Context: an optimization exercise on an open-source flow, tuned for small area, a short achievable clock period and few clock cycles per item. The choices shown serve that exercise and are no tape-out recipe.
RTL that was checked went through simulation tests only; none was proved equivalent to the original.
Only the layout flow was run in runs 2 to 4; the RTL was not checked for function there.
Power figures rest on the tool's default switching activity, not on a simulated workload.

==> design/flow/config.mk <==
export PLATFORM = sky130hd
export DESIGN_NAME = ECC_ENC_DEC
export DESIGN_NICKNAME = ECC_ENC_DEC
export VERILOG_FILES = /design/flow/design.v
export SDC_FILE = /design/flow/constraint.sdc
export NUM_CORES = 4
export LEC_CHECK = 0
export CAP_MARGIN = 5
export CORE_MARGIN = 2
export CORE_UTILIZATION = 40
export CTS_CLUSTER_DIAMETER = 100
export CTS_CLUSTER_SIZE = 25
export SETUP_SLACK_MARGIN = 2.95
export SLEW_MARGIN = 5
==> design/flow/design.v <==
`resetall
`timescale 1ns/10ps
module ECC_ENC_DEC
#(
parameter DATA_WIDTH = 32,
parameter AMBA_ADDR_WIDTH = 20,
parameter AMBA_WORD = 32
)
(
input wire clk,
input wire rst,
input wire [AMBA_ADDR_WIDTH-1:0] PADDR,
input wire [AMBA_WORD-1:0] PWDATA,
input wire PENABLE,
           PSEL,
           PWRITE,
output reg [AMBA_WORD-1:0] PRDATA,
output reg [DATA_WIDTH-1:0] data_out,
output reg operation_done,
output reg [1:0] num_of_errors
);
reg [31:0] CTRL_REG, DATA_IN_REG, CODEWORD_WIDTH_REG, NOISE_REG;
wire wr = PSEL & PENABLE & PWRITE;
always @(posedge clk or negedge rst) begin : regs
  if (!rst) begin
    CTRL_REG <= 32'd0; DATA_IN_REG <= 32'd0; CODEWORD_WIDTH_REG <= 32'd0; NOISE_REG <= 32'd0;
  end else if (wr) begin
    case (PADDR[3:2])
      2'b00: CTRL_REG <= PWDATA;
      2'b01: DATA_IN_REG <= PWDATA;
      2'b10: CODEWORD_WIDTH_REG <= PWDATA;
      default: NOISE_REG <= PWDATA;
    endcase
  end
end
always @(posedge clk or negedge rst) begin : done_reg
  if (!rst) operation_done <= 1'b0;
  else operation_done <= wr & (PADDR[3:2] == 2'b00);
end
always @(posedge clk) begin : rd
  case (PADDR[3:2])
    2'b00: PRDATA <= CTRL_REG;
    2'b01: PRDATA <= DATA_IN_REG;
    2'b10: PRDATA <= CODEWORD_WIDTH_REG;
    default: PRDATA <= NOISE_REG;
  endcase
end
wire wS = ~CODEWORD_WIDTH_REG[1] & ~CODEWORD_WIDTH_REG[0];
wire wM = ~CODEWORD_WIDTH_REG[1] &  CODEWORD_WIDTH_REG[0];
wire wL =  CODEWORD_WIDTH_REG[1];
wire [31:0] D = DATA_IN_REG;
wire [31:0] N = NOISE_REG;
wire ea0 = D[0];
wire eb0 = D[0];
wire eg0 = ea0;
wire ee0 = D[0];
wire ea1 = (D[1] ^ D[3]);
wire eb1 = (D[2] ^ D[3]);
wire eg1 = (ea1 ^ D[2]);
wire ee1 = (D[1] ^ D[2]);
wire ea2 = (D[4] ^ D[6]);
wire eb2 = (D[5] ^ D[6]);
wire eg2 = (ea2 ^ D[5]);
wire ee2 = (D[4] ^ D[5]);
wire ea3 = (D[8] ^ D[10]);
wire eb3 = (D[9] ^ D[10]);
wire eg3 = ((ea3 ^ D[9]) ^ D[7]);
wire ee3 = (D[7] ^ D[10]);
wire ea4 = (D[11] ^ D[13]);
wire eb4 = (D[12] ^ D[13]);
wire eg4 = (ea4 ^ D[12]);
wire ee4 = (D[11] ^ D[12]);
wire ea5 = (D[15] ^ D[17]);
wire eb5 = (D[16] ^ D[17]);
wire eg5 = ((ea5 ^ D[16]) ^ D[14]);
wire ee5 = (D[14] ^ D[17]);
wire ea6 = (D[19] ^ D[21]);
wire eb6 = (D[20] ^ D[21]);
wire eg6 = ((ea6 ^ D[20]) ^ D[18]);
wire ee6 = (D[18] ^ D[21]);
wire ea7 = (D[23] ^ D[25]);
wire eb7 = (D[24] ^ D[25]);
wire eg7 = ((ea7 ^ D[24]) ^ D[22]);
wire ee7 = (D[23] ^ D[24]);
wire eS0 = (ea0 ^ ea1);
wire eM0 = eS0 ^ (ea2 ^ ea3);
wire eL0 = ((((D[0] ^ D[1]) ^ (D[3] ^ D[4])) ^ ((D[6] ^ D[8]) ^ (D[10] ^ D[11]))) ^ (((D[13] ^ D[15]) ^ (D[17] ^ D[19])) ^ ((D[21] ^ D[23]) ^ D[25])));
wire eS1 = (eb0 ^ eb1);
wire eM1 = eS1 ^ (eb2 ^ eb3);
wire eL1 = ((((D[0] ^ D[2]) ^ (D[3] ^ D[5])) ^ ((D[6] ^ D[9]) ^ (D[10] ^ D[12]))) ^ (((D[13] ^ D[16]) ^ (D[17] ^ D[20])) ^ ((D[21] ^ D[24]) ^ D[25])));
wire eS2 = eg1;
wire eM2 = eS2 ^ eg3;
wire eL2 = ((((D[1] ^ D[2]) ^ (D[3] ^ D[7])) ^ ((D[8] ^ D[9]) ^ (D[10] ^ D[14]))) ^ (((D[15] ^ D[16]) ^ (D[17] ^ D[22])) ^ ((D[23] ^ D[24]) ^ D[25])));
wire eS3 = 1'b0;
wire eM3 = eS3 ^ (eg2 ^ eg3);
wire eL3 = ((((D[4] ^ D[5]) ^ (D[6] ^ D[7])) ^ ((D[8] ^ D[9]) ^ (D[10] ^ D[18]))) ^ (((D[19] ^ D[20]) ^ (D[21] ^ D[22])) ^ ((D[23] ^ D[24]) ^ D[25])));
wire eS4 = 1'b0;
wire eM4 = eS4 ^ 1'b0;
wire eL4 = ((((D[11] ^ D[12]) ^ (D[13] ^ D[14])) ^ ((D[15] ^ D[16]) ^ (D[17] ^ D[18]))) ^ (((D[19] ^ D[20]) ^ (D[21] ^ D[22])) ^ ((D[23] ^ D[24]) ^ D[25])));
wire pS = (ee0 ^ ee1);
wire pM = pS ^ (ee2 ^ ee3);
wire pL = ((((D[0] ^ D[1]) ^ (D[2] ^ D[4])) ^ ((D[5] ^ D[7]) ^ (D[10] ^ D[11]))) ^ (((D[12] ^ D[14]) ^ (D[17] ^ D[18])) ^ ((D[21] ^ D[23]) ^ D[24])));
wire [4:0] encC = wS ? {2'b00, eS2, eS1, eS0} : wM ? {1'b0, eM3, eM2, eM1, eM0} : {eL4, eL3, eL2, eL1, eL0};
wire encP = wS ? pS : wM ? pM : pL;
wire d0a0 = D[4];
wire d0b0 = D[4];
wire d0g0 = d0a0;
wire d0e0 = D[4];
wire d0a1 = (D[5] ^ D[7]);
wire d0b1 = (D[6] ^ D[7]);
wire d0g1 = (d0a1 ^ D[6]);
wire d0e1 = (D[5] ^ D[6]);
wire sD0_0 = (d0a0 ^ d0a1) ^ D[0];
wire sD0_1 = (d0b0 ^ d0b1) ^ D[1];
wire sD0_2 = d0g1 ^ D[2];
wire d1a0 = D[5];
wire d1b0 = D[5];
wire d1g0 = d1a0;
wire d1e0 = D[5];
wire d1a1 = (D[6] ^ D[8]);
wire d1b1 = (D[7] ^ D[8]);
wire d1g1 = (d1a1 ^ D[7]);
wire d1e1 = (D[6] ^ D[7]);
wire d1a2 = (D[9] ^ D[11]);
wire d1b2 = (D[10] ^ D[11]);
wire d1g2 = (d1a2 ^ D[10]);
wire d1e2 = (D[9] ^ D[10]);
wire d1a3 = (D[13] ^ D[15]);
wire d1b3 = (D[14] ^ D[15]);
wire d1g3 = ((d1a3 ^ D[14]) ^ D[12]);
wire d1e3 = (D[12] ^ D[15]);
wire sD1_0 = ((d1a0 ^ d1a1) ^ (d1a2 ^ d1a3)) ^ D[0];
wire sD1_1 = ((d1b0 ^ d1b1) ^ (d1b2 ^ d1b3)) ^ D[1];
wire sD1_2 = (d1g1 ^ d1g3) ^ D[2];
wire sD1_3 = (d1g2 ^ d1g3) ^ D[3];
wire d2a0 = D[6];
wire d2b0 = D[6];
wire d2g0 = d2a0;
wire d2e0 = D[6];
wire d2a1 = (D[7] ^ D[9]);
wire d2b1 = (D[8] ^ D[9]);
wire d2g1 = (d2a1 ^ D[8]);
wire d2e1 = (D[7] ^ D[8]);
wire d2a2 = (D[10] ^ D[12]);
wire d2b2 = (D[11] ^ D[12]);
wire d2g2 = (d2a2 ^ D[11]);
wire d2e2 = (D[10] ^ D[11]);
wire d2a3 = (D[14] ^ D[16]);
wire d2b3 = (D[15] ^ D[16]);
wire d2g3 = ((d2a3 ^ D[15]) ^ D[13]);
wire d2e3 = (D[13] ^ D[16]);
wire d2a4 = (D[17] ^ D[19]);
wire d2b4 = (D[18] ^ D[19]);
wire d2g4 = (d2a4 ^ D[18]);
wire d2e4 = (D[17] ^ D[18]);
wire d2a5 = (D[21] ^ D[23]);
wire d2b5 = (D[22] ^ D[23]);
wire d2g5 = ((d2a5 ^ D[22]) ^ D[20]);
wire d2e5 = (D[20] ^ D[23]);
wire d2a6 = (D[25] ^ D[27]);
wire d2b6 = (D[26] ^ D[27]);
wire d2g6 = ((d2a6 ^ D[26]) ^ D[24]);
wire d2e6 = (D[24] ^ D[27]);
wire d2a7 = (D[29] ^ D[31]);
wire d2b7 = (D[30] ^ D[31]);
wire d2g7 = ((d2a7 ^ D[30]) ^ D[28]);
wire d2e7 = (D[29] ^ D[30]);
wire sD2_0 = (((d2a0 ^ d2a1) ^ (d2a2 ^ d2a3)) ^ ((d2a4 ^ d2a5) ^ (d2a6 ^ d2a7))) ^ D[0];
wire sD2_1 = (((d2b0 ^ d2b1) ^ (d2b2 ^ d2b3)) ^ ((d2b4 ^ d2b5) ^ (d2b6 ^ d2b7))) ^ D[1];
wire sD2_2 = ((d2g1 ^ d2g3) ^ (d2g5 ^ d2g7)) ^ D[2];
wire sD2_3 = ((d2g2 ^ d2g3) ^ (d2g6 ^ d2g7)) ^ D[3];
wire sD2_4 = ((d2g4 ^ d2g5) ^ (d2g6 ^ d2g7)) ^ D[4];
wire qD0 = (((D[0] ^ D[1]) ^ (D[2] ^ D[3])) ^ ((D[4] ^ D[5]) ^ (D[6] ^ D[7])));
wire qD1 = (((D[8] ^ D[9]) ^ (D[10] ^ D[11])) ^ ((D[12] ^ D[13]) ^ (D[14] ^ D[15])));
wire qD2 = ((((D[16] ^ D[17]) ^ (D[18] ^ D[19])) ^ ((D[20] ^ D[21]) ^ (D[22] ^ D[23]))) ^ (((D[24] ^ D[25]) ^ (D[26] ^ D[27])) ^ ((D[28] ^ D[29]) ^ (D[30] ^ D[31]))));
wire [4:0] synD = wS ? {2'b00, sD0_2, sD0_1, sD0_0} : wM ? {1'b0, sD1_3, sD1_2, sD1_1, sD1_0} : {sD2_4, sD2_3, sD2_2, sD2_1, sD2_0};
wire parDa = wL ? (qD0 ^ qD1) : qD0;
wire parDb = wS ? 1'b0 : wM ? qD1 : qD2;
wire n0a0 = N[4];
wire n0b0 = N[4];
wire n0g0 = n0a0;
wire n0e0 = N[4];
wire n0a1 = (N[5] ^ N[7]);
wire n0b1 = (N[6] ^ N[7]);
wire n0g1 = (n0a1 ^ N[6]);
wire n0e1 = (N[5] ^ N[6]);
wire sN0_0 = (n0a0 ^ n0a1) ^ N[0];
wire sN0_1 = (n0b0 ^ n0b1) ^ N[1];
wire sN0_2 = n0g1 ^ N[2];
wire n1a0 = N[5];
wire n1b0 = N[5];
wire n1g0 = n1a0;
wire n1e0 = N[5];
wire n1a1 = (N[6] ^ N[8]);
wire n1b1 = (N[7] ^ N[8]);
wire n1g1 = (n1a1 ^ N[7]);
wire n1e1 = (N[6] ^ N[7]);
wire n1a2 = (N[9] ^ N[11]);
wire n1b2 = (N[10] ^ N[11]);
wire n1g2 = (n1a2 ^ N[10]);
wire n1e2 = (N[9] ^ N[10]);
wire n1a3 = (N[13] ^ N[15]);
wire n1b3 = (N[14] ^ N[15]);
wire n1g3 = ((n1a3 ^ N[14]) ^ N[12]);
wire n1e3 = (N[12] ^ N[15]);
wire sN1_0 = ((n1a0 ^ n1a1) ^ (n1a2 ^ n1a3)) ^ N[0];
wire sN1_1 = ((n1b0 ^ n1b1) ^ (n1b2 ^ n1b3)) ^ N[1];
wire sN1_2 = (n1g1 ^ n1g3) ^ N[2];
wire sN1_3 = (n1g2 ^ n1g3) ^ N[3];
wire n2a0 = N[6];
wire n2b0 = N[6];
wire n2g0 = n2a0;
wire n2e0 = N[6];
wire n2a1 = (N[7] ^ N[9]);
wire n2b1 = (N[8] ^ N[9]);
wire n2g1 = (n2a1 ^ N[8]);
wire n2e1 = (N[7] ^ N[8]);
wire n2a2 = (N[10] ^ N[12]);
wire n2b2 = (N[11] ^ N[12]);
wire n2g2 = (n2a2 ^ N[11]);
wire n2e2 = (N[10] ^ N[11]);
wire n2a3 = (N[14] ^ N[16]);
wire n2b3 = (N[15] ^ N[16]);
wire n2g3 = ((n2a3 ^ N[15]) ^ N[13]);
wire n2e3 = (N[13] ^ N[16]);
wire n2a4 = (N[17] ^ N[19]);
wire n2b4 = (N[18] ^ N[19]);
wire n2g4 = (n2a4 ^ N[18]);
wire n2e4 = (N[17] ^ N[18]);
wire n2a5 = (N[21] ^ N[23]);
wire n2b5 = (N[22] ^ N[23]);
wire n2g5 = ((n2a5 ^ N[22]) ^ N[20]);
wire n2e5 = (N[20] ^ N[23]);
wire n2a6 = (N[25] ^ N[27]);
wire n2b6 = (N[26] ^ N[27]);
wire n2g6 = ((n2a6 ^ N[26]) ^ N[24]);
wire n2e6 = (N[24] ^ N[27]);
wire n2a7 = (N[29] ^ N[31]);
wire n2b7 = (N[30] ^ N[31]);
wire n2g7 = ((n2a7 ^ N[30]) ^ N[28]);
wire n2e7 = (N[29] ^ N[30]);
wire sN2_0 = (((n2a0 ^ n2a1) ^ (n2a2 ^ n2a3)) ^ ((n2a4 ^ n2a5) ^ (n2a6 ^ n2a7))) ^ N[0];
wire sN2_1 = (((n2b0 ^ n2b1) ^ (n2b2 ^ n2b3)) ^ ((n2b4 ^ n2b5) ^ (n2b6 ^ n2b7))) ^ N[1];
wire sN2_2 = ((n2g1 ^ n2g3) ^ (n2g5 ^ n2g7)) ^ N[2];
wire sN2_3 = ((n2g2 ^ n2g3) ^ (n2g6 ^ n2g7)) ^ N[3];
wire sN2_4 = ((n2g4 ^ n2g5) ^ (n2g6 ^ n2g7)) ^ N[4];
wire qN0 = (((N[0] ^ N[1]) ^ (N[2] ^ N[3])) ^ ((N[4] ^ N[5]) ^ (N[6] ^ N[7])));
wire qN1 = (((N[8] ^ N[9]) ^ (N[10] ^ N[11])) ^ ((N[12] ^ N[13]) ^ (N[14] ^ N[15])));
wire qN2 = ((((N[16] ^ N[17]) ^ (N[18] ^ N[19])) ^ ((N[20] ^ N[21]) ^ (N[22] ^ N[23]))) ^ (((N[24] ^ N[25]) ^ (N[26] ^ N[27])) ^ ((N[28] ^ N[29]) ^ (N[30] ^ N[31]))));
wire [4:0] synN = wS ? {2'b00, sN0_2, sN0_1, sN0_0} : wM ? {1'b0, sN1_3, sN1_2, sN1_1, sN1_0} : {sN2_4, sN2_3, sN2_2, sN2_1, sN2_0};
wire parNa = wL ? (qN0 ^ qN1) : qN0;
wire parNb = wS ? 1'b0 : wM ? qN1 : qN2;
reg [4:0] sD, sN, cE;
reg pDa, pDb, pNa, pNb, pE;
reg [1:0] mode;
always @(posedge clk) begin : stage1
  sD <= synD; pDa <= parDa; pDb <= parDb;
  sN <= synN; pNa <= parNa; pNb <= parNb;
  cE <= encC; pE <= encP;
  mode <= PWDATA[1:0];    
end
wire m_dec = ~mode[1] & mode[0];
wire m_fc  =  mode[1];
wire [4:0] s = ({5{m_dec}} & sD) | ({5{m_fc}} & sN);
wire p = (m_dec & (pDa ^ pDb)) | (m_fc & (pNa ^ pNb));
wire [1:0] nof = {~p & (|s), p};
wire [25:0] g = D[25:0] & {26{~m_dec}};
wire [4:0] lo = cE & {5{~m_dec}};
wire pb = pE & ~m_dec;
wire [31:0] ecw = wS ? {24'd0, g[3:0], pb, lo[2:0]} : wM ? {16'd0, g[10:0], pb, lo[3:0]} : {g, pb, lo};
wire [31:0] nmask = wS ? 32'h000000ff : wM ? 32'h0000ffff : 32'hffffffff;
wire [31:0] t = (({32{m_dec}} & D) | ({32{m_fc}} & N)) & nmask;
wire [31:0] fix;
assign fix[0] = p & ((wS & (s == 5'd1)) | (wM & (s == 5'd1)) | (wL & (s == 5'd1)));
assign fix[1] = p & ((wS & (s == 5'd2)) | (wM & (s == 5'd2)) | (wL & (s == 5'd2)));
assign fix[2] = p & ((wS & (s == 5'd4)) | (wM & (s == 5'd4)) | (wL & (s == 5'd4)));
assign fix[3] = p & ((wS & (s == 5'd0)) | (wM & (s == 5'd8)) | (wL & (s == 5'd8)));
assign fix[4] = p & ((wS & (s == 5'd3)) | (wM & (s == 5'd0)) | (wL & (s == 5'd16)));
assign fix[5] = p & ((wS & (s == 5'd5)) | (wM & (s == 5'd3)) | (wL & (s == 5'd0)));
assign fix[6] = p & ((wS & (s == 5'd6)) | (wM & (s == 5'd5)) | (wL & (s == 5'd3)));
assign fix[7] = p & ((wS & (s == 5'd7)) | (wM & (s == 5'd6)) | (wL & (s == 5'd5)));
assign fix[8] = p & ((wM & (s == 5'd7)) | (wL & (s == 5'd6)));
assign fix[9] = p & ((wM & (s == 5'd9)) | (wL & (s == 5'd7)));
assign fix[10] = p & ((wM & (s == 5'd10)) | (wL & (s == 5'd9)));
assign fix[11] = p & ((wM & (s == 5'd11)) | (wL & (s == 5'd10)));
assign fix[12] = p & ((wM & (s == 5'd12)) | (wL & (s == 5'd11)));
assign fix[13] = p & ((wM & (s == 5'd13)) | (wL & (s == 5'd12)));
assign fix[14] = p & ((wM & (s == 5'd14)) | (wL & (s == 5'd13)));
assign fix[15] = p & ((wM & (s == 5'd15)) | (wL & (s == 5'd14)));
assign fix[16] = p & ((wL & (s == 5'd15)));
assign fix[17] = p & ((wL & (s == 5'd17)));
assign fix[18] = p & ((wL & (s == 5'd18)));
assign fix[19] = p & ((wL & (s == 5'd19)));
assign fix[20] = p & ((wL & (s == 5'd20)));
assign fix[21] = p & ((wL & (s == 5'd21)));
assign fix[22] = p & ((wL & (s == 5'd22)));
assign fix[23] = p & ((wL & (s == 5'd23)));
assign fix[24] = p & ((wL & (s == 5'd24)));
assign fix[25] = p & ((wL & (s == 5'd25)));
assign fix[26] = p & ((wL & (s == 5'd26)));
assign fix[27] = p & ((wL & (s == 5'd27)));
assign fix[28] = p & ((wL & (s == 5'd28)));
assign fix[29] = p & ((wL & (s == 5'd29)));
assign fix[30] = p & ((wL & (s == 5'd30)));
assign fix[31] = p & ((wL & (s == 5'd31)));
always @(posedge clk) begin : stage2
  data_out <= (ecw ^ t) ^ fix;
  num_of_errors <= nof;
end
endmodule
==> design/flow/flow/run.sh <==
#!/bin/bash
# The standard layout (standard.sh), with two changes to the cells it may use:
#  - the port buffers are buf_1 cells instead of the delay cell buffer_ports picks by default;
#  - the 3-input XOR/XNOR cells are added to the platform's don't-use list, so that
#    synthesis and repair build the parity trees from 2-input XOR/XNOR cells.
set -euo pipefail
export BUFFER_PORTS_ARGS="-buffer_cell sky130_fd_sc_hd__buf_1"
DU=$(make -s -C "$FLOW_HOME" DESIGN_CONFIG="$PWD/config.mk" WORK_HOME="$PWD/orfs" print-DONT_USE_CELLS 2> print.log | sed -n 's/^DONT_USE_CELLS: //p')
[ -n "$DU" ]
DU="$DU sky130_fd_sc_hd__xnor3_1 sky130_fd_sc_hd__xnor3_2 sky130_fd_sc_hd__xnor3_4 sky130_fd_sc_hd__xor3_1 sky130_fd_sc_hd__xor3_2 sky130_fd_sc_hd__xor3_4"
echo "DONT_USE_CELLS=$DU" > dont_use.txt
bash standard.sh DONT_USE_CELLS="$DU" finish > standard.log 2>&1
==> design/flow/standard.sh <==
#!/bin/bash
# synth_recipe.tcl (not shown) runs the flow's synth.tcl, then flattens the netlist and writes it again
# the make line also repeats each setting of config.mk as NAME=value (left out here)
make -C /OpenROAD-flow-scripts/flow DESIGN_CONFIG=/design/flow/config.mk WORK_HOME=/design/flow/orfs CLKGATE_MAP_FILE= SYNTH_SCRIPT=/design/flow/synth_recipe.tcl "${@:-finish}"
==> design/flow/constraint.sdc <==
create_clock -name core_clock -period 5.0 [get_ports {clk}]
set_input_delay 1.0000 -clock core_clock [delete_from_list [all_inputs] [get_ports {clk}]]
set_output_delay 1.0000 -clock core_clock [all_outputs]
set_load 0.01 [all_outputs]
==> results of run 1 <==
[layout make-up]
type	count	area [um^2]	area share, %
multi-input cells	716	6580	48.9
clock inverters	4	70.1	0.521
repair buffers	146	918	6.83
inverters	10	41.3	0.307
clock buffers	17	340	2.53
well taps	384	480	3.57
flip-flops and latches	217	5020	37.3
[cell usage after synthesis (27+ instances only)]
library cell	n	area share [%]
xnor2_1	190	14
dfrtp_1	129	27
mux2_2	126	12
dfxtp_1	88	15
a21oi_1	60	2.5
buf_2	36	1.5
a211oi_1	35	2.2
xor2_1	35	2.6
o21ai_0	34	1.4
mux4_2	32	6.1
nand2_1	31	0.99
clkbuf_1	30	0.95
nor2_1	27	0.86
[metal layers]
| metal | up-vias | wire length [um] | track usage (%) |
|---|---|---|---|
| met5 | - | 0 | 0 |
| met4 | 0 | 325 | 3.10 |
| met3 | 20 | 1910 | 2.86 |
| met2 | 240 | 13800 | 30.6 |
| met1 | 3987 | 14500 | 29.5 |
| li1 | 3732 | - | - |
[flip-flops by register name, indices dropped and copies added, names as in the netlist]
name	flops
CTRL_REG	32
pNb	1
DATA_IN_REG	32
CODEWORD_WIDTH_REG	32
pDb	1
pNa	1
data_out	32
num_of_errors	2
sD	5
NOISE_REG	32
sN	5
pDa	1
cE	5
pE	1
mode	2
operation_done	1
PRDATA	32
[power by group through the flow]
stage                     combinational (mW)  sequential [mW]  clock (mW)
after floorplan                         3.42             2.62           0
after global placement                  4.04             2.85           0
after detailed placement                4.09             2.86           0
after CTS                               4.17             2.83        1.19
after global routing                    4.68             2.91        1.27
final                                   4.33             2.84        1.16
[timing repair]
item | 4_1_cts | 5_1_grt
endpoints found under the hold margin | 0 | 0
buffers inserted | 7 | 15
resized for setup | 45 | 36
pin swaps | 4 | 4
setup endpoints to repair | 189 | 40
gates cloned | 4 | 1
[worst min-delay path by stage]
stage                                start                      to  slack, ps  cells after the start
global route        CODEWORD_WIDTH_REG[21]  CODEWORD_WIDTH_REG[21]        530                      1
detailed placement            CTRL_REG[18]            CTRL_REG[18]        490                      1
finish              CODEWORD_WIDTH_REG[22]  CODEWORD_WIDTH_REG[22]        510                      1
global placement               CTRL_REG[9]             CTRL_REG[9]        480                      1
CTS                           CTRL_REG[21]            CTRL_REG[21]        510                      1
floorplan           CODEWORD_WIDTH_REG[31]  CODEWORD_WIDTH_REG[31]        480                      1
[cell families after synthesis]
group                     Yosys count
muxes                             176
xor gates and xnor gates          245
DFF                               217
and+or+nand+nor                   123
buffers and inverters             101
AOI/OAI and AO/OA                 171
[per-stage QoR]
stage                     setup WS [ps]  std cells  hold slack (ps)
after CTS                          2950       1478              515
final                              2980       1494              511
after floorplan                    2840       1033              475
after global placement             1890       1446              484
after detailed placement           1870       1446              491
after global routing               2940       1494              529
[worst max-delay path, stage by stage]
cell      delay (ps)
clkbuf_4         200
buf_12           200
inv_1             70
or3_1            390
buf_12           210
mux2_4           310
==> results.toml, run 1 <==
[cells_and_area]
fin_util_pct = 46.6
antenna_cells = 0
most-common-layout-cells = "xnor2_1 (181), mux2_2 (125), dfrtp_1 (111)"
drive_gt1_share_pct = 26.8
syn_to_final_growth_pct = 14.0
design_area_mm2 = 0.0135
finalNetCount = 1161
n_fill_cell = 2684
mostFrequentLayoutCell = "xnor2_1"

[clocking]
numCtsBuffers = 13
htree_levels = 1
hold_buffers = 0
cts.sinks = 217
cts_tree = "built"
path_clk_slew_ps = 80
clock_latency_ps = 490
root_buffer = "clkbuf_16"
clockBufferDepth = 3

[worst_setup_path]
startpoint = "PADDR[2]"
reg2reg_from = "NOISE_REG[15]"
rr_worst_depth = 7
endpoint = "DATA_IN_REG[4]"
worstSetupEndpointType = "flip-flop"
reg2reg_setup_slack_ps = 3000
cp_max_fo = 32
crit_required_ps = 5370
crit_type = "input port to flip-flop"
crit_arrival_ps = 2390
reg2reg_to = "sN[2]"
critPathLaunchType = "input port"

[yosys]
synthesis.area_mm2 = 0.0118
ys_seq_area_share_pct = 42.3
async_flop_share_pct = 59.4
syn_inst = 1033
ys.flop_type = "dfrtp_1"
synth.avg_cell_area_um2 = 11.4
synth_cell_types = 55
synthAdderAreaFrac_pct = 0
yosysWarnings = 1
synth_edf_count = 0
ys_seq_elements = 217
synthSimpleGateAreaFrac_pct = 5.22
synthXorXnorAreaFrac_pct = 19.8
synth_top_family_by_area = "XOR/XNOR gates"
synth_mux_area_share_pct = 19.7
synth_nets = 1090
synth_compound_area_share_pct = 9.01

[timing]
rsz0062_at_grt = "yes"
fin_setup_tns_ps = 0
drv_slew = 0
fmax_mhz = 494
period_share_pct = 40.5
tightest_slew_ps = 806
slew_headroom_pct = 45.9
setup_violations = 0
finClkSkew_ps = 20.9
report.final.hold_viol_count = 0
min_period_ps = 2020

[detailed_routing]
via_per_inst = 5.34
vias = 7979
initialDrtViolationCount = 711
wl_per_cell_um = 20.4
drc_errors = 0
dr.pass1.iters = 5
postRouteAntennaNets = 0
routed_wl_mm = 30.5

[die]
initial_core_util_pct = 40.9
num_rows = 62
chipHeight_um = 176
io_pins = 124
core_mm2 = 0.0289
die_area_mm2 = 0.0309
die_w_um = 176

[pwr]
seq_power_share_pct = 34.1
leakagePower_nw = 5.02
switching_share_pct = 39.7
powerDensity_mw_per_mm2 = 619
p_int_mw = 5.02
pwr-share-comb_pct = 52.0
power.total_mw = 8.33
p_clk_share_pct = 13.9
power.switching_mw = 3.31
ir_drop_uv = 306

[placed_design]
gp_congestion = 0.844
dpl.hpwl_mm = 20.4
port-buffer-count = 105
place_area_mm2 = 0.0124

[grt]
grt_max_degree = 130
grt-ovfl-total = 0
antenna_found_initial = 0
grt_util_all_layers_pct = 19.6
grt_pass1_wl_mm = 46.9
grt_pass1_vias = 7786

[flow_run]
max_cap_viol_count = 0

[hold_path]
min_path_type = "flip-flop to flip-flop"

[run_status]
status = "complete, no violations"
Testbench counts, summed over its fixed seeds: cycles 12,384, ops 1,920.
==> run 2: changes to the inputs <==
--- a/design/flow/design.v
+++ b/design/flow/design.v
@@ -84,22 +84,22 @@
 wire ee7 = (D[23] ^ D[24]);
 wire eS0 = (ea0 ^ ea1);
 wire eM0 = eS0 ^ (ea2 ^ ea3);
-wire eL0 = ((((D[0] ^ D[1]) ^ (D[3] ^ D[4])) ^ ((D[6] ^ D[8]) ^ (D[10] ^ D[11]))) ^ (((D[13] ^ D[15]) ^ (D[17] ^ D[19])) ^ ((D[21] ^ D[23]) ^ D[25])));
+wire eL0 = eM0 ^ ((ea4 ^ ea5) ^ (ea6 ^ ea7));
 wire eS1 = (eb0 ^ eb1);
 wire eM1 = eS1 ^ (eb2 ^ eb3);
-wire eL1 = ((((D[0] ^ D[2]) ^ (D[3] ^ D[5])) ^ ((D[6] ^ D[9]) ^ (D[10] ^ D[12]))) ^ (((D[13] ^ D[16]) ^ (D[17] ^ D[20])) ^ ((D[21] ^ D[24]) ^ D[25])));
+wire eL1 = eM1 ^ ((eb4 ^ eb5) ^ (eb6 ^ eb7));
 wire eS2 = eg1;
 wire eM2 = eS2 ^ eg3;
-wire eL2 = ((((D[1] ^ D[2]) ^ (D[3] ^ D[7])) ^ ((D[8] ^ D[9]) ^ (D[10] ^ D[14]))) ^ (((D[15] ^ D[16]) ^ (D[17] ^ D[22])) ^ ((D[23] ^ D[24]) ^ D[25])));
+wire eL2 = eM2 ^ (eg5 ^ eg7);
 wire eS3 = 1'b0;
 wire eM3 = eS3 ^ (eg2 ^ eg3);
-wire eL3 = ((((D[4] ^ D[5]) ^ (D[6] ^ D[7])) ^ ((D[8] ^ D[9]) ^ (D[10] ^ D[18]))) ^ (((D[19] ^ D[20]) ^ (D[21] ^ D[22])) ^ ((D[23] ^ D[24]) ^ D[25])));
+wire eL3 = eM3 ^ (eg6 ^ eg7);
 wire eS4 = 1'b0;
 wire eM4 = eS4 ^ 1'b0;
-wire eL4 = ((((D[11] ^ D[12]) ^ (D[13] ^ D[14])) ^ ((D[15] ^ D[16]) ^ (D[17] ^ D[18]))) ^ (((D[19] ^ D[20]) ^ (D[21] ^ D[22])) ^ ((D[23] ^ D[24]) ^ D[25])));
+wire eL4 = eM4 ^ ((eg4 ^ eg5) ^ (eg6 ^ eg7));
 wire pS = (ee0 ^ ee1);
 wire pM = pS ^ (ee2 ^ ee3);
-wire pL = ((((D[0] ^ D[1]) ^ (D[2] ^ D[4])) ^ ((D[5] ^ D[7]) ^ (D[10] ^ D[11]))) ^ (((D[12] ^ D[14]) ^ (D[17] ^ D[18])) ^ ((D[21] ^ D[23]) ^ D[24])));
+wire pL = pM ^ ((ee4 ^ ee5) ^ (ee6 ^ ee7));
 wire [4:0] encC = wS ? {2'b00, eS2, eS1, eS0} : wM ? {1'b0, eM3, eM2, eM1, eM0} : {eL4, eL3, eL2, eL1, eL0};
 wire encP = wS ? pS : wM ? pM : pL;
 wire d0a0 = D[4];
==> design/flow/flow/run.sh (replaced) <==
#!/bin/bash
# The standard layout (standard.sh), with the port buffers made from buf_1 cells
# instead of the delay cell that buffer_ports picks by default.
set -euo pipefail
export BUFFER_PORTS_ARGS="-buffer_cell sky130_fd_sc_hd__buf_1"
bash standard.sh > standard.log 2>&1
==> design/flow/config.mk (replaced) <==
export PLATFORM = sky130hd
export DESIGN_NAME = ECC_ENC_DEC
export DESIGN_NICKNAME = ECC_ENC_DEC
export VERILOG_FILES = /design/flow/design.v
export SDC_FILE = /design/flow/constraint.sdc
export NUM_CORES = 4
export LEC_CHECK = 0
export CAP_MARGIN = 20
export CORE_MARGIN = 2
export CORE_UTILIZATION = 40
export CTS_CLUSTER_DIAMETER = 100
export CTS_CLUSTER_SIZE = 25
export SETUP_SLACK_MARGIN = 3.0
export SLEW_MARGIN = 20
==> results.toml, run 2 <==
[yosys]
synth.avg_cell_area_um2 = 11.6
async_flop_share_pct = 59.4
synthAdderAreaFrac_pct = 0
synth_compound_area_share_pct = 9.00
synthesis.area_mm2 = 0.0119
ys.flop_type = "dfrtp_1"
synth_top_cell_area_share_pct = 27.2
syn_inst = 1020
synthXorXnorAreaFrac_pct = 20.1
synth.most_common_cell = "xnor2_1"
synth_mux_area_share_pct = 19.3
ys_seq_area_share_pct = 42.0
synthSimpleGateAreaFrac_pct = 5.71
synth_edf_count = 0
synth_nets = 1077
ys_seq_elements = 217
yosys-top-cells-area = "dfrtp_1 (27%), dfxtp_1 (15%), xnor2_1 (13%)"
synth_top_family_by_area = "XOR/XNOR gates"
synth_commonest_cells = "xnor2_1 (178), dfrtp_1 (129), mux2_2 (127), dfxtp_1 (88), a21oi_1 (46)"
synth_cell_types = 62
synth_top_area_cell = "dfrtp_1"
yosysWarnings = 1

[die]
initial_core_util_pct = 40.3
num_rows = 63
chipHeight_um = 176
die_area_mm2 = 0.0311
die_w_um = 176
core_mm2 = 0.0295
io_pins = 124

[pwr]
ir_drop_uv = 311
pwr-share-comb_pct = 52.7
p_clk_share_pct = 14.2
power.switching_mw = 3.31
seq_power_share_pct = 33.1
leakagePower_nw = 5.46
p_int_mw = 5.31
switching_share_pct = 38.4
powerDensity_mw_per_mm2 = 608

[cells_and_area]
fin_util_pct = 48.1
regArea_mm2 = 0.00505
antenna_cells = 0
finalNonFillerCells = 1530
most-common-layout-cells = "xnor2_1 (161), mux2_2 (117), dfrtp_1 (98)"
n_fill_cell = 2697
mostFrequentLayoutCell = "xnor2_1"
syn_to_final_growth_pct = 19.5
finalNetCount = 1192
drive_gt1_share_pct = 35.0
multi_input_area_mm2 = 0.00695

[detailed_routing]
initialDrtViolationCount = 646
vias = 8169
dr.pass1.iters = 7
postRouteAntennaNets = 0
wl_per_cell_um = 20.4
routed_wl_mm = 31.2
via_per_inst = 5.34
drc_errors = 0

[placed_design]
dpl.hpwl_mm = 21.4
port-buffer-count = 105
gp_congestion = 0.872
place_inst = 1441

[clocking]
clockBufferDepth = 3
path_clk_slew_ps = 100
clock_latency_ps = 490
hold_buffers = 0
cts_tree = "built"
cts.sinks = 217
htree_levels = 1
root_buffer = "clkbuf_16"
numCtsBuffers = 13

[worst_setup_path]
reg2reg_from = "mode[1]"
crit_type = "flip-flop to flip-flop"
rr_worst_depth = 6
worstSetupEndpointType = "flip-flop"
cpPeakStageDelay_ps = 440
reg2reg_setup_slack_ps = 2990
reg2reg_to = "data_out[14]"
cp_slowest_cell = "or3b_4"
crit_chain = "and2b_4 -> a22o_4 -> or3b_4 -> nor3b_1 -> o21ai_0 -> o211a_1"
crit_arrival_ps = 2400
cp_max_fo = 13
crit_required_ps = 5380
critPathLaunchType = "flip-flop"

[grt]
grt_pass1_vias = 7555
antenna_found_initial = 0
grt-ovfl-total = 0
grt_pass1_wl_mm = 46.7
grt_max_degree = 69
grt_util_all_layers_pct = 19.5

[timing]
drv_slew = 0
period_share_pct = 40.3
tightest_slew_ps = 638
min_period_ps = 2010
report.final.hold_viol_count = 0
rsz0062_at_grt = "yes"
finClkSkew_ps = 20.3
setup_violations = 0
slew_headroom_pct = 57.3
fin_setup_tns_ps = 0
fmax_mhz = 497

[hold_path]
min_path_type = "input port to async pin"

[flow_run]
max_cap_viol_count = 0

[run_status]
status = "complete, no violations"
## run 2: cell count changes in the layout (fill, tap and decap cells not counted), moves of 13 or more
cell,delta
clkbuf_2,+23
buf_4,+39
buf_1,-24
dfrtp_1,-13
xnor2_1,-20
a21oi_1,-15
## run 2: layer usage
layer | GRT usage, % | vias to the layer above | routed length [um] | part of all wire [%]
li1 | - | 3789 | - | -
met1 | 29.2 | 4123 | 14600 | 47
met2 | 30.0 | 227 | 14400 | 46
met3 | 2.69 | 30 | 1700 | 5.5
met4 | 3.99 | 0 | 512 | 1.6
met5 | 0 | - | 0 | 0
## run 2: logic make-up after synthesis
group / after synthesis
DFF: 217
and+or+nand+nor: 127
muxes: 173
AOI/OAI and AO/OA: 166
xor gates and xnor gates: 242
buffers and inverters: 95
## run 2: worst max-delay path by stage
stage / start / endpoint / slack [ps] / depth (start not counted)
finish: mode[1] / data_out[14] / 2990 / 6
global route: CODEWORD_WIDTH_REG[1] / data_out[14] / 2860 / 7
CTS: CODEWORD_WIDTH_REG[1] / data_out[14] / 2780 / 7
detailed placement: PADDR[2] / DATA_IN_REG[15] / 1970 / 4
global placement: PADDR[2] / DATA_IN_REG[19] / 1970 / 4
floorplan: PADDR[3] / DATA_IN_REG[10] / 2900 / 4
## run 2: stage by stage
stage          power, mW  instance area [um^2]  hold slack, ps  worst slack, ps
3_5_place_dp        6.84                 12500             491             1970
2_1_floorplan       5.96                 12000             474             2900
5_1_grt             9.12                 14200             399             2860
6_report            8.62                 14200             406             2990
4_1_cts             8.27                 13400             514             2780
3_3_place_gp        6.80                 12500             482             1970
## run 2: cell type report
class | instances | share of cell area (%)
inverters | 4 | 0.132
clock buffers | 16 | 2.44
flip-flops and latches | 217 | 35.6
clock inverters | 4 | 0.617
repair buffers | 190 | 8.79
multi-input cells | 708 | 49.0
well taps | 390 | 3.44
repair inverters | 1 | 0.0353
## run 2: repair_timing
item / CTS / global route
setup endpoints to repair: 198 / 76
gates cloned: 1 / 2
resized for setup: 86 / 82
pin swaps: 5 / 23
setup buffers: 15 / 50
## run 2: critical path, delay by kind of cell (launching register included)
kind               cells  cell delay (ps)
and+or+nand+nor        3              990
AOI/OAI and AO/OA      3              490
DFF                    1              420
## run 2: power by group through the flow
stage	Clock, mW	Combinational (mW)	Sequential, mW
after global placement	0	3.93	2.87
after detailed placement	0	3.96	2.88
final	1.22	4.54	2.86
after CTS	1.27	4.14	2.86
after floorplan	0	3.37	2.59
after global routing	1.33	4.87	2.92
==> run 3: changes to the inputs <==
--- a/design/flow/design.v
+++ b/design/flow/design.v
@@ -20,22 +20,29 @@
 output reg [1:0] num_of_errors
 );
 reg [31:0] CTRL_REG, DATA_IN_REG, CODEWORD_WIDTH_REG, NOISE_REG;
-wire wr = PSEL & PENABLE & PWRITE;
+reg [3:0] we;
+always @(posedge clk or negedge rst) begin : wr_decode
+  if (!rst) we <= 4'd0;
+  else begin
+    we[0] <= PSEL & ~PENABLE & PWRITE & (PADDR[3:2] == 2'b00);
+    we[1] <= PSEL & ~PENABLE & PWRITE & (PADDR[3:2] == 2'b01);
+    we[2] <= PSEL & ~PENABLE & PWRITE & (PADDR[3:2] == 2'b10);
+    we[3] <= PSEL & ~PENABLE & PWRITE & (PADDR[3:2] == 2'b11);
+  end
+end
 always @(posedge clk or negedge rst) begin : regs
   if (!rst) begin
     CTRL_REG <= 32'd0; DATA_IN_REG <= 32'd0; CODEWORD_WIDTH_REG <= 32'd0; NOISE_REG <= 32'd0;
-  end else if (wr) begin
-    case (PADDR[3:2])
-      2'b00: CTRL_REG <= PWDATA;
-      2'b01: DATA_IN_REG <= PWDATA;
-      2'b10: CODEWORD_WIDTH_REG <= PWDATA;
-      default: NOISE_REG <= PWDATA;
-    endcase
+  end else begin
+    if (we[0]) CTRL_REG <= PWDATA;
+    if (we[1]) DATA_IN_REG <= PWDATA;
+    if (we[2]) CODEWORD_WIDTH_REG <= PWDATA;
+    if (we[3]) NOISE_REG <= PWDATA;
   end
 end
 always @(posedge clk or negedge rst) begin : done_reg
   if (!rst) operation_done <= 1'b0;
-  else operation_done <= wr & (PADDR[3:2] == 2'b00);
+  else operation_done <= we[0];
 end
 always @(posedge clk) begin : rd
   case (PADDR[3:2])
@@ -45,6 +52,17 @@
     default: PRDATA <= NOISE_REG;
   endcase
 end
+reg nSc, cM, cL;
+always @(posedge clk or negedge rst) begin : width_copy
+  if (!rst) begin
+    nSc <= 1'b0; cM <= 1'b0; cL <= 1'b0;
+  end else if (we[2]) begin
+    nSc <= PWDATA[1] | PWDATA[0];
+    cM <= ~PWDATA[1] & PWDATA[0];
+    cL <= PWDATA[1] & ~PWDATA[0];
+  end
+end
+wire cS = ~nSc;
 wire wS = ~CODEWORD_WIDTH_REG[1] & ~CODEWORD_WIDTH_REG[0];
 wire wM = ~CODEWORD_WIDTH_REG[1] &  CODEWORD_WIDTH_REG[0];
 wire wL =  CODEWORD_WIDTH_REG[1];
@@ -84,22 +102,22 @@
 wire ee7 = (D[23] ^ D[24]);
 wire eS0 = (ea0 ^ ea1);
 wire eM0 = eS0 ^ (ea2 ^ ea3);
-wire eL0 = eM0 ^ ((ea4 ^ ea5) ^ (ea6 ^ ea7));
+wire eL0 = ((((D[0] ^ D[1]) ^ (D[3] ^ D[4])) ^ ((D[6] ^ D[8]) ^ (D[10] ^ D[11]))) ^ (((D[13] ^ D[15]) ^ (D[17] ^ D[19])) ^ ((D[21] ^ D[23]) ^ D[25])));
 wire eS1 = (eb0 ^ eb1);
 wire eM1 = eS1 ^ (eb2 ^ eb3);
-wire eL1 = eM1 ^ ((eb4 ^ eb5) ^ (eb6 ^ eb7));
+wire eL1 = ((((D[0] ^ D[2]) ^ (D[3] ^ D[5])) ^ ((D[6] ^ D[9]) ^ (D[10] ^ D[12]))) ^ (((D[13] ^ D[16]) ^ (D[17] ^ D[20])) ^ ((D[21] ^ D[24]) ^ D[25])));
 wire eS2 = eg1;
 wire eM2 = eS2 ^ eg3;
-wire eL2 = eM2 ^ (eg5 ^ eg7);
+wire eL2 = ((((D[1] ^ D[2]) ^ (D[3] ^ D[7])) ^ ((D[8] ^ D[9]) ^ (D[10] ^ D[14]))) ^ (((D[15] ^ D[16]) ^ (D[17] ^ D[22])) ^ ((D[23] ^ D[24]) ^ D[25])));
 wire eS3 = 1'b0;
 wire eM3 = eS3 ^ (eg2 ^ eg3);
-wire eL3 = eM3 ^ (eg6 ^ eg7);
+wire eL3 = ((((D[4] ^ D[5]) ^ (D[6] ^ D[7])) ^ ((D[8] ^ D[9]) ^ (D[10] ^ D[18]))) ^ (((D[19] ^ D[20]) ^ (D[21] ^ D[22])) ^ ((D[23] ^ D[24]) ^ D[25])));
 wire eS4 = 1'b0;
 wire eM4 = eS4 ^ 1'b0;
-wire eL4 = eM4 ^ ((eg4 ^ eg5) ^ (eg6 ^ eg7));
+wire eL4 = ((((D[11] ^ D[12]) ^ (D[13] ^ D[14])) ^ ((D[15] ^ D[16]) ^ (D[17] ^ D[18]))) ^ (((D[19] ^ D[20]) ^ (D[21] ^ D[22])) ^ ((D[23] ^ D[24]) ^ D[25])));
 wire pS = (ee0 ^ ee1);
 wire pM = pS ^ (ee2 ^ ee3);
-wire pL = pM ^ ((ee4 ^ ee5) ^ (ee6 ^ ee7));
+wire pL = ((((D[0] ^ D[1]) ^ (D[2] ^ D[4])) ^ ((D[5] ^ D[7]) ^ (D[10] ^ D[11]))) ^ (((D[12] ^ D[14]) ^ (D[17] ^ D[18])) ^ ((D[21] ^ D[23]) ^ D[24])));
 wire [4:0] encC = wS ? {2'b00, eS2, eS1, eS0} : wM ? {1'b0, eM3, eM2, eM1, eM0} : {eL4, eL3, eL2, eL1, eL0};
 wire encP = wS ? pS : wM ? pM : pL;
 wire d0a0 = D[4];
@@ -253,56 +271,60 @@
 reg [4:0] sD, sN, cE;
 reg pDa, pDb, pNa, pNb, pE;
 reg [1:0] mode;
+reg ddec, nfc;    
 always @(posedge clk) begin : stage1
   sD <= synD; pDa <= parDa; pDb <= parDb;
   sN <= synN; pNa <= parNa; pNb <= parNb;
   cE <= encC; pE <= encP;
   mode <= PWDATA[1:0];    
+  ddec <= ~PWDATA[1] & PWDATA[0];
+  nfc <= ~PWDATA[1];
 end
 wire m_dec = ~mode[1] & mode[0];
 wire m_fc  =  mode[1];
 wire [4:0] s = ({5{m_dec}} & sD) | ({5{m_fc}} & sN);
 wire p = (m_dec & (pDa ^ pDb)) | (m_fc & (pNa ^ pNb));
 wire [1:0] nof = {~p & (|s), p};
-wire [25:0] g = D[25:0] & {26{~m_dec}};
-wire [4:0] lo = cE & {5{~m_dec}};
-wire pb = pE & ~m_dec;
-wire [31:0] ecw = wS ? {24'd0, g[3:0], pb, lo[2:0]} : wM ? {16'd0, g[10:0], pb, lo[3:0]} : {g, pb, lo};
-wire [31:0] nmask = wS ? 32'h000000ff : wM ? 32'h0000ffff : 32'hffffffff;
-wire [31:0] t = (({32{m_dec}} & D) | ({32{m_fc}} & N)) & nmask;
+wire d_dec = ddec, d_fc = ~nfc;
+wire [25:0] g = D[25:0] & {26{~d_dec}};
+wire [4:0] lo = cE & {5{~d_dec}};
+wire pb = pE & ~d_dec;
+wire [31:0] ecw = ({32{cS}} & {24'd0, g[3:0], pb, lo[2:0]}) | ({32{cM}} & {16'd0, g[10:0], pb, lo[3:0]}) | ({32{cL}} & {g, pb, lo});
+wire [31:0] nmask = {{16{cL}}, {8{cM | cL}}, 8'hff};
+wire [31:0] t = (({32{d_dec}} & D) | ({32{d_fc}} & N)) & nmask;
 wire [31:0] fix;
-assign fix[0] = p & ((wS & (s == 5'd1)) | (wM & (s == 5'd1)) | (wL & (s == 5'd1)));
-assign fix[1] = p & ((wS & (s == 5'd2)) | (wM & (s == 5'd2)) | (wL & (s == 5'd2)));
-assign fix[2] = p & ((wS & (s == 5'd4)) | (wM & (s == 5'd4)) | (wL & (s == 5'd4)));
-assign fix[3] = p & ((wS & (s == 5'd0)) | (wM & (s == 5'd8)) | (wL & (s == 5'd8)));
-assign fix[4] = p & ((wS & (s == 5'd3)) | (wM & (s == 5'd0)) | (wL & (s == 5'd16)));
-assign fix[5] = p & ((wS & (s == 5'd5)) | (wM & (s == 5'd3)) | (wL & (s == 5'd0)));
-assign fix[6] = p & ((wS & (s == 5'd6)) | (wM & (s == 5'd5)) | (wL & (s == 5'd3)));
-assign fix[7] = p & ((wS & (s == 5'd7)) | (wM & (s == 5'd6)) | (wL & (s == 5'd5)));
-assign fix[8] = p & ((wM & (s == 5'd7)) | (wL & (s == 5'd6)));
-assign fix[9] = p & ((wM & (s == 5'd9)) | (wL & (s == 5'd7)));
-assign fix[10] = p & ((wM & (s == 5'd10)) | (wL & (s == 5'd9)));
-assign fix[11] = p & ((wM & (s == 5'd11)) | (wL & (s == 5'd10)));
-assign fix[12] = p & ((wM & (s == 5'd12)) | (wL & (s == 5'd11)));
-assign fix[13] = p & ((wM & (s == 5'd13)) | (wL & (s == 5'd12)));
-assign fix[14] = p & ((wM & (s == 5'd14)) | (wL & (s == 5'd13)));
-assign fix[15] = p & ((wM & (s == 5'd15)) | (wL & (s == 5'd14)));
-assign fix[16] = p & ((wL & (s == 5'd15)));
-assign fix[17] = p & ((wL & (s == 5'd17)));
-assign fix[18] = p & ((wL & (s == 5'd18)));
-assign fix[19] = p & ((wL & (s == 5'd19)));
-assign fix[20] = p & ((wL & (s == 5'd20)));
-assign fix[21] = p & ((wL & (s == 5'd21)));
-assign fix[22] = p & ((wL & (s == 5'd22)));
-assign fix[23] = p & ((wL & (s == 5'd23)));
-assign fix[24] = p & ((wL & (s == 5'd24)));
-assign fix[25] = p & ((wL & (s == 5'd25)));
-assign fix[26] = p & ((wL & (s == 5'd26)));
-assign fix[27] = p & ((wL & (s == 5'd27)));
-assign fix[28] = p & ((wL & (s == 5'd28)));
-assign fix[29] = p & ((wL & (s == 5'd29)));
-assign fix[30] = p & ((wL & (s == 5'd30)));
-assign fix[31] = p & ((wL & (s == 5'd31)));
+assign fix[0] = p & ((cS & (s == 5'd1)) | (cM & (s == 5'd1)) | (cL & (s == 5'd1)));
+assign fix[1] = p & ((cS & (s == 5'd2)) | (cM & (s == 5'd2)) | (cL & (s == 5'd2)));
+assign fix[2] = p & ((cS & (s == 5'd4)) | (cM & (s == 5'd4)) | (cL & (s == 5'd4)));
+assign fix[3] = p & ((cS & (s == 5'd0)) | (cM & (s == 5'd8)) | (cL & (s == 5'd8)));
+assign fix[4] = p & ((cS & (s == 5'd3)) | (cM & (s == 5'd0)) | (cL & (s == 5'd16)));
+assign fix[5] = p & ((cS & (s == 5'd5)) | (cM & (s == 5'd3)) | (cL & (s == 5'd0)));
+assign fix[6] = p & ((cS & (s == 5'd6)) | (cM & (s == 5'd5)) | (cL & (s == 5'd3)));
+assign fix[7] = p & ((cS & (s == 5'd7)) | (cM & (s == 5'd6)) | (cL & (s == 5'd5)));
+assign fix[8] = p & ((cM & (s == 5'd7)) | (cL & (s == 5'd6)));
+assign fix[9] = p & ((cM & (s == 5'd9)) | (cL & (s == 5'd7)));
+assign fix[10] = p & ((cM & (s == 5'd10)) | (cL & (s == 5'd9)));
+assign fix[11] = p & ((cM & (s == 5'd11)) | (cL & (s == 5'd10)));
+assign fix[12] = p & ((cM & (s == 5'd12)) | (cL & (s == 5'd11)));
+assign fix[13] = p & ((cM & (s == 5'd13)) | (cL & (s == 5'd12)));
+assign fix[14] = p & ((cM & (s == 5'd14)) | (cL & (s == 5'd13)));
+assign fix[15] = p & ((cM & (s == 5'd15)) | (cL & (s == 5'd14)));
+assign fix[16] = p & ((cL & (s == 5'd15)));
+assign fix[17] = p & ((cL & (s == 5'd17)));
+assign fix[18] = p & ((cL & (s == 5'd18)));
+assign fix[19] = p & ((cL & (s == 5'd19)));
+assign fix[20] = p & ((cL & (s == 5'd20)));
+assign fix[21] = p & ((cL & (s == 5'd21)));
+assign fix[22] = p & ((cL & (s == 5'd22)));
+assign fix[23] = p & ((cL & (s == 5'd23)));
+assign fix[24] = p & ((cL & (s == 5'd24)));
+assign fix[25] = p & ((cL & (s == 5'd25)));
+assign fix[26] = p & ((cL & (s == 5'd26)));
+assign fix[27] = p & ((cL & (s == 5'd27)));
+assign fix[28] = p & ((cL & (s == 5'd28)));
+assign fix[29] = p & ((cL & (s == 5'd29)));
+assign fix[30] = p & ((cL & (s == 5'd30)));
+assign fix[31] = p & ((cL & (s == 5'd31)));
 always @(posedge clk) begin : stage2
   data_out <= (ecw ^ t) ^ fix;
   num_of_errors <= nof;
==> design/flow/flow/run.sh (replaced) <==
#!/bin/bash
# The standard layout (standard.sh), with two changes to the cells it may use:
#  - the port buffers are buf_1 cells instead of the delay cell buffer_ports picks by default;
#  - the 3-input XOR/XNOR cells are added to the platform's don't-use list, so that
#    synthesis and repair build the parity trees from 2-input XOR/XNOR cells.
set -euo pipefail
export BUFFER_PORTS_ARGS="-buffer_cell sky130_fd_sc_hd__buf_1"
DU=$(make -s -C "$FLOW_HOME" DESIGN_CONFIG="$PWD/config.mk" WORK_HOME="$PWD/orfs" print-DONT_USE_CELLS 2> print.log | sed -n 's/^DONT_USE_CELLS: //p')
[ -n "$DU" ]
DU="$DU sky130_fd_sc_hd__xnor3_1 sky130_fd_sc_hd__xnor3_2 sky130_fd_sc_hd__xnor3_4 sky130_fd_sc_hd__xor3_1 sky130_fd_sc_hd__xor3_2 sky130_fd_sc_hd__xor3_4"
echo "DONT_USE_CELLS=$DU" > dont_use.txt
bash standard.sh DONT_USE_CELLS="$DU" finish > standard.log 2>&1
--- a/design/flow/config.mk
+++ b/design/flow/config.mk
@@ -10,5 +10,5 @@
 export CORE_UTILIZATION = 40
 export CTS_CLUSTER_DIAMETER = 100
 export CTS_CLUSTER_SIZE = 25
-export SETUP_SLACK_MARGIN = 3.0
+export SETUP_SLACK_MARGIN = 2.95
 export SLEW_MARGIN = 20
==> results.toml, run 3 <==
[hold_path]
whs_path_depth = 0
min_path_type = "flip-flop to flip-flop"

[cells_and_area]
most-common-layout-cells = "xnor2_1 (162), mux2_2 (124), dfrtp_1 (120)"
finalNetCount = 1180
drive_gt1_share_pct = 22.2
syn_to_final_growth_pct = 10.1
design_area_mm2 = 0.0131
n_fill_cell = 2879
antenna_cells = 0
mostFrequentLayoutCell = "xnor2_1"

[timing]
drv_slew = 0
setup_violations = 0
worst_slack_ps = 3000
min_period_ps = 2000
rsz0062_at_grt = "yes"
report.final.hold_viol_count = 0
period_share_pct = 39.9
fmax_mhz = 501
finClkSkew_ps = 35.1
fin_hold_ws_ps = 393
tightest_slew_ps = 962
fin_setup_tns_ps = 0
slew_headroom_pct = 35.6

[worst_setup_path]
path_depth = 1
crit_type = "flip-flop to primary output"
cp_top_family = "flip-flops"
worstSetupEndpointType = "primary output"
cp_slowest_cell = "dfxtp_1"
crit_arrival_ps = 1000
cpPeakStageDelay_ps = 370
crit_chain = "clkbuf_2"
cp_num_buf_inv = 1
cp_max_fo = 1
critPathLaunchType = "flip-flop"
rr_worst_depth = 7
crit_required_ps = 4000

[clocking]
numCtsBuffers = 13
path_clk_slew_ps = 100
hold_buffers = 0
cts_tree = "built"
clock_latency_ps = 480
clockBufferDepth = 3
root_buffer = "clkbuf_16"
htree_levels = 1
cts.sinks = 226

[die]
chipHeight_um = 177
core_mm2 = 0.0295
io_pins = 124
die_w_um = 177
die_area_mm2 = 0.0312
num_rows = 63
initial_core_util_pct = 40.5

[placed_design]
port-buffer-count = 105
dpl.hpwl_mm = 20.9
gp_congestion = 0.855
post-place-ws_ps = 2040
place_area_mm2 = 0.0125

[yosys]
synth_top_area_cell = "dfrtp_1"
ys.flop_type = "dfrtp_1"
async_flop_share_pct = 60.2
synth_edf_count = 0
synthesis.area_mm2 = 0.0119
ys_seq_area_share_pct = 43.6
synth.most_common_cell = "xnor2_1"
synth.avg_cell_area_um2 = 11.2
syn_inst = 1065
yosys-top-cells-area = "dfrtp_1 (29%), dfxtp_1 (15%), xnor2_1 (13%)"
synth_cell_types = 51
ys_seq_elements = 226
synth_top_cell_area_share_pct = 28.5
synth_nets = 1122
yosysWarnings = 1
synth_commonest_cells = "xnor2_1 (174), dfrtp_1 (136), mux2_2 (124), nor2_1 (96), dfxtp_1 (90)"

[detailed_routing]
dr.pass1.iters = 7
postRouteAntennaNets = 0
via_per_inst = 5.13
drc_errors = 0
initialDrtViolationCount = 515
wl_per_cell_um = 19.3
vias = 7792
routed_wl_mm = 29.4

[grt]
grt_pass1_wl_mm = 45.5
grt-ovfl-total = 0
grt_pass1_vias = 7612
antenna_found_initial = 0
grt_max_degree = 89
grt_util_all_layers_pct = 18.9

[flow_run]
max_cap_viol_count = 0

[pwr]
leakagePower_nw = 5.03
ir_drop_uv = 319
powerDensity_mw_per_mm2 = 618

[run_status]
status = "complete, no violations"
==> run 3: changes by cell type after synthesis, sizes merged, moves of 7 or more <==
cell	delta
a211oi	-38
a22oi	+15
buf	-29
clkbuf	+18
dfrtp	+7
inv	+9
mux2i	-10
nand2	+15
nand3	-10
nor2	+79
o22ai	-7
or3	-13
xor2	+16
==> run 3: kinds of logic after synthesis <==
kind of cell	count (synthesis)	synth area share (%)
multiplexers	160	18.1
flip-flops	226	43.6
XOR/XNOR	251	20.1
AO/OA/AOI/OAI	134	6.96
AND/OR/NAND/NOR	199	7.44
buffers and inverters	95	3.77
==> run 3: timing repair <==
item | in CTS | in global routing
setup endpoints to repair | 53 | 22
buffers inserted | 0 | 8
pin swaps | 1 | 3
gates resized for setup | 18 | 27
==> run 3: path summary, 6_finish.rpt <==
path	startpoint	slack, ps	endpoint
max in group asynchronous	rst	3450	CODEWORD_WIDTH_REG[13]
setup / recovery	PRDATA[15]	3000	PRDATA[15]
setup reg to reg	NOISE_REG[27]	3020	sN[0]
hold / removal	we[0]	390	operation_done
min in group asynchronous	rst	570	we[0]
hold reg to reg	we[0]	390	operation_done
==> run 3: final cells by class <==
type	count	area, um^2	area share (%)
Sequential cell	226	5240	39.8
Clock buffer	19	358	2.72
Tap cell	390	488	3.71
Clock inverter	1	30.0	0.229
Multi-Input combinational cell	744	6400	48.7
Inverter	15	56.3	0.429
Timing Repair Buffer	123	567	4.31
==> run 3: metrics by stage <==
stage	util (%)	power (mW)	instances
after global placement	42.5	6.86	1490
after detailed placement	42.5	6.90	1490
final	44.6	8.12	1518
after global routing	44.6	8.67	1518
after floorplan	-	6.02	1065
after CTS	44.0	8.08	1510
==> run 3: routing by layer <==
layer / vias up / share of wire [%] / global-route usage, % / routed length, um
met2: 177 / 47 / 31.2 / 13900
li1: 3721 / - / - / -
met3: 24 / 4.5 / 2.66 / 1330
met4: 0 / 1.2 / 3.58 / 340
met5: - / 0 / 0 / 0
met1: 3870 / 47 / 26.8 / 13800
==> run 3: power by group <==
group,total [mW],switching (mW),internal [mW]
combinational,4.10,2.01,2.08
sequential,2.91,0.565,2.34
clock,1.11,0.602,0.513
total,8.12,3.18,4.94
==> run 4: changes to the inputs <==
--- a/design/flow/config.mk
+++ b/design/flow/config.mk
@@ -10,5 +10,5 @@
 export CORE_UTILIZATION = 40
 export CTS_CLUSTER_DIAMETER = 100
 export CTS_CLUSTER_SIZE = 25
-export SETUP_SLACK_MARGIN = 2.95
+export SETUP_SLACK_MARGIN = 2.9
 export SLEW_MARGIN = 20
==> results.toml, run 4 <==
[worst_setup_path]
startpoint = "nfc"
reg2reg_setup_slack_ps = 2960
endpoint = "data_out[16]"
crit_required_ps = 5370
crit_type = "flip-flop to flip-flop"
rr_worst_depth = 6
reg2reg_to = "data_out[16]"
worstSetupEndpointType = "flip-flop"
crit_arrival_ps = 2410
reg2reg_from = "nfc"
critPathLaunchType = "flip-flop"
cp_max_fo = 16

[yosys]
ys_seq_elements = 226
syn_inst = 1065
synthesis.area_mm2 = 0.0119
ys.flop_type = "dfrtp_1"
synth_edf_count = 0
ys_seq_area_share_pct = 43.6
synth_nets = 1122
async_flop_share_pct = 60.2
yosysWarnings = 1
synth.most_common_cell = "xnor2_1"
synth_cell_types = 51
yosys-top-cells-area = "dfrtp_1 (29%), dfxtp_1 (15%), xnor2_1 (13%)"
synth_top_cell_area_share_pct = 28.5
synth_top_area_cell = "dfrtp_1"
synth_commonest_cells = "xnor2_1 (174), dfrtp_1 (136), mux2_2 (124), nor2_1 (96), dfxtp_1 (90)"
synth.avg_cell_area_um2 = 11.2

[hold_path]
min_path_type = "flip-flop to flip-flop"
hp-start = "CTRL_REG[10]"

[placed_design]
dpl.hpwl_mm = 21.0
port-buffer-count = 105
place_inst = 1491
post-place-ws_ps = 2070
gp_congestion = 0.844

[detailed_routing]
initialDrtViolationCount = 591
via_per_inst = 5.12
drc_errors = 0
postRouteAntennaNets = 0
dr.pass1.iters = 5
vias = 7753
routed_wl_mm = 29.1
wl_per_cell_um = 19.2

[pwr]
pwr-share-comb_pct = 50.1
ir_drop_uv = 334
leakagePower_nw = 4.98
switching_share_pct = 39.6
powerDensity_mw_per_mm2 = 619
seq_power_share_pct = 36.1
p_int_mw = 4.87
power.switching_mw = 3.19
p_clk_share_pct = 13.8

[cells_and_area]
syn_to_final_growth_pct = 9.16
regArea_mm2 = 0.00522
mostFrequentLayoutCell = "xnor2_1"
multi_input_area_mm2 = 0.00638
n_fill_cell = 2841
finalNonFillerCells = 1513
fin_util_pct = 44.2
most-common-layout-cells = "xnor2_1 (165), dfrtp_1 (125), mux2_2 (124)"
drive_gt1_share_pct = 20.8
antenna_cells = 0
finalNetCount = 1174

[timing]
tightest_slew_ps = 1040
slew_headroom_pct = 30.1
period_share_pct = 40.8
finClkSkew_ps = 22.4
setup_violations = 0
worst_slack_ps = 2960
rsz0062_at_grt = "yes"
fin_setup_tns_ps = 0
min_period_ps = 2040
drv_slew = 0
report.final.hold_viol_count = 0
fmax_mhz = 491

[die]
die_w_um = 177
chipHeight_um = 177
io_pins = 124
core_mm2 = 0.0295
die_area_mm2 = 0.0312
num_rows = 63
initial_core_util_pct = 40.5

[clocking]
numCtsBuffers = 13
clock_latency_ps = 490
hold_buffers = 0
cts_tree = "built"
cts.sinks = 226
path_clk_slew_ps = 100
root_buffer = "clkbuf_16"
clockBufferDepth = 3
htree_levels = 1

[grt]
grt_pass1_vias = 7614
grt_pass1_wl_mm = 45.2
grt_max_degree = 74
antenna_found_initial = 0
grt-ovfl-total = 0
grt_util_all_layers_pct = 18.8

[flow_run]
max_cap_viol_count = 0

[run_status]
status = "complete, no violations"
[run 4: cell types whose count changed in the layout (fill, tap and decap cells not counted), moves of 3 or more]
cell     delta
dfrtp_2     -3
xnor2_2     -3
dfrtp_1     +5
xnor2_1     +3
buf_4       -3
[run 4: repair_timing]
item                                    4_1_cts  5_1_grt
gates resized for setup                       9       21
endpoints found under the setup margin       30       44
pin swaps                                     0        2
endpoints found under the hold margin         0        0
buffers inserted                              0        1
[run 4: worst max-delay path, cell delays in order, from the launching register on]
cell	delay (ps)
dfxtp_1	570
buf_4	310
nor2b_1	90
xor2_1	140
o21ai_0	550
xnor2_1	200
nor2_1	50
[run 4: cell families after synthesis]
logic type	after synthesis	synth area share, %
flops	226	43.6
compound gates	134	6.96
xor+xnor	251	20.1
mux	160	18.1
buf+inv	95	3.77
simple gates	199	7.44
[run 4: how the worst min path moves through the flow]
stage,to,slack [ps],cells past startpoint
6_report,CTRL_REG[10],510,1
5_1_grt,CODEWORD_WIDTH_REG[10],520,1
4_1_cts,CODEWORD_WIDTH_REG[10],510,1
3_5_place_dp,CTRL_REG[19],490,1
3_3_place_gp,CTRL_REG[13],480,1
2_1_floorplan,operation_done,350,0
[run 4: per-stage QoR]
| step | hold WS (ps) | area, um^2 | power [mW] |
|---|---|---|---|
| final | 509 | 13000 | 8.06 |
| after global routing | 524 | 13000 | 8.61 |
| after CTS | 515 | 12900 | 8.07 |
| after detailed placement | 494 | 12500 | 6.93 |
| after global placement | 483 | 12500 | 6.88 |
| after floorplan | 352 | 11900 | 6.02 |
[run 4: final cells by class]
class,instances,area share (%)
tap,390,3.75
clock buffer,18,2.64
multi-input combinational,744,49.0
clock inverter,3,0.221
inverter,15,0.432
sequential,226,40.1
timing repair buffer,117,3.88
[run 4: power by group through the flow]
stage / registers (mW) / clock network [mW] / logic (mW)
global placement: 2.92 / 0 / 3.96
floorplan: 2.69 / 0 / 3.34
CTS: 2.90 / 1.15 / 4.02
finish: 2.91 / 1.11 / 4.04
global route: 2.99 / 1.22 / 4.41
detailed placement: 2.93 / 0 / 3.99
[run 4: layer usage]
layer / track usage, % / wire, um / vias up
met4: 3.65 / 475 / 0
met1: 26.9 / 13700 / 3839
met2: 30.6 / 13700 / 163
li1: - / - / 3717
met3: 2.49 / 1260 / 34
met5: 0 / 0 / -

port drivers added, routing unchanged:
The flow's constraints put no driver on any port. The routed layouts listed below were extracted and timed again, unchanged, in two steps. Step 1, drivers: a clkbuf_16 drives clk and a buf_2 each remaining input, both assumed. Step 2 also shifts input and output timing later by t, the mid clock arrival at the registers, as if the neighbouring blocks saw the same clock. Three values: no drivers, after step 1, after step 2; two values: the first two.
run | t (ns) | setup slack, ns | hold WS [ns] | pins driven straight from the clock port
run 1 | 0.527 | 2.976 / 2.985 / 2.468 | 0.511 / 0.511 / 0.511 | 1
run 2 | 0.534 | 2.986 / 2.977 / 2.568 | 0.406 / 0.379 / 0.510 | 1
run 3 | 0.515 | 3.004 / 2.954 / 2.592 | 0.393 / 0.393 / 0.393 | 1
run 4 | 0.530 | 2.962 / 2.918 / 2.495 | 0.509 / 0.509 / 0.509 | 1
After both steps every run listed still meets setup and hold. For run 1, which loses most, drivers alone change the setup slack by +0.009 ns; drivers and shift together by -0.508 ns.
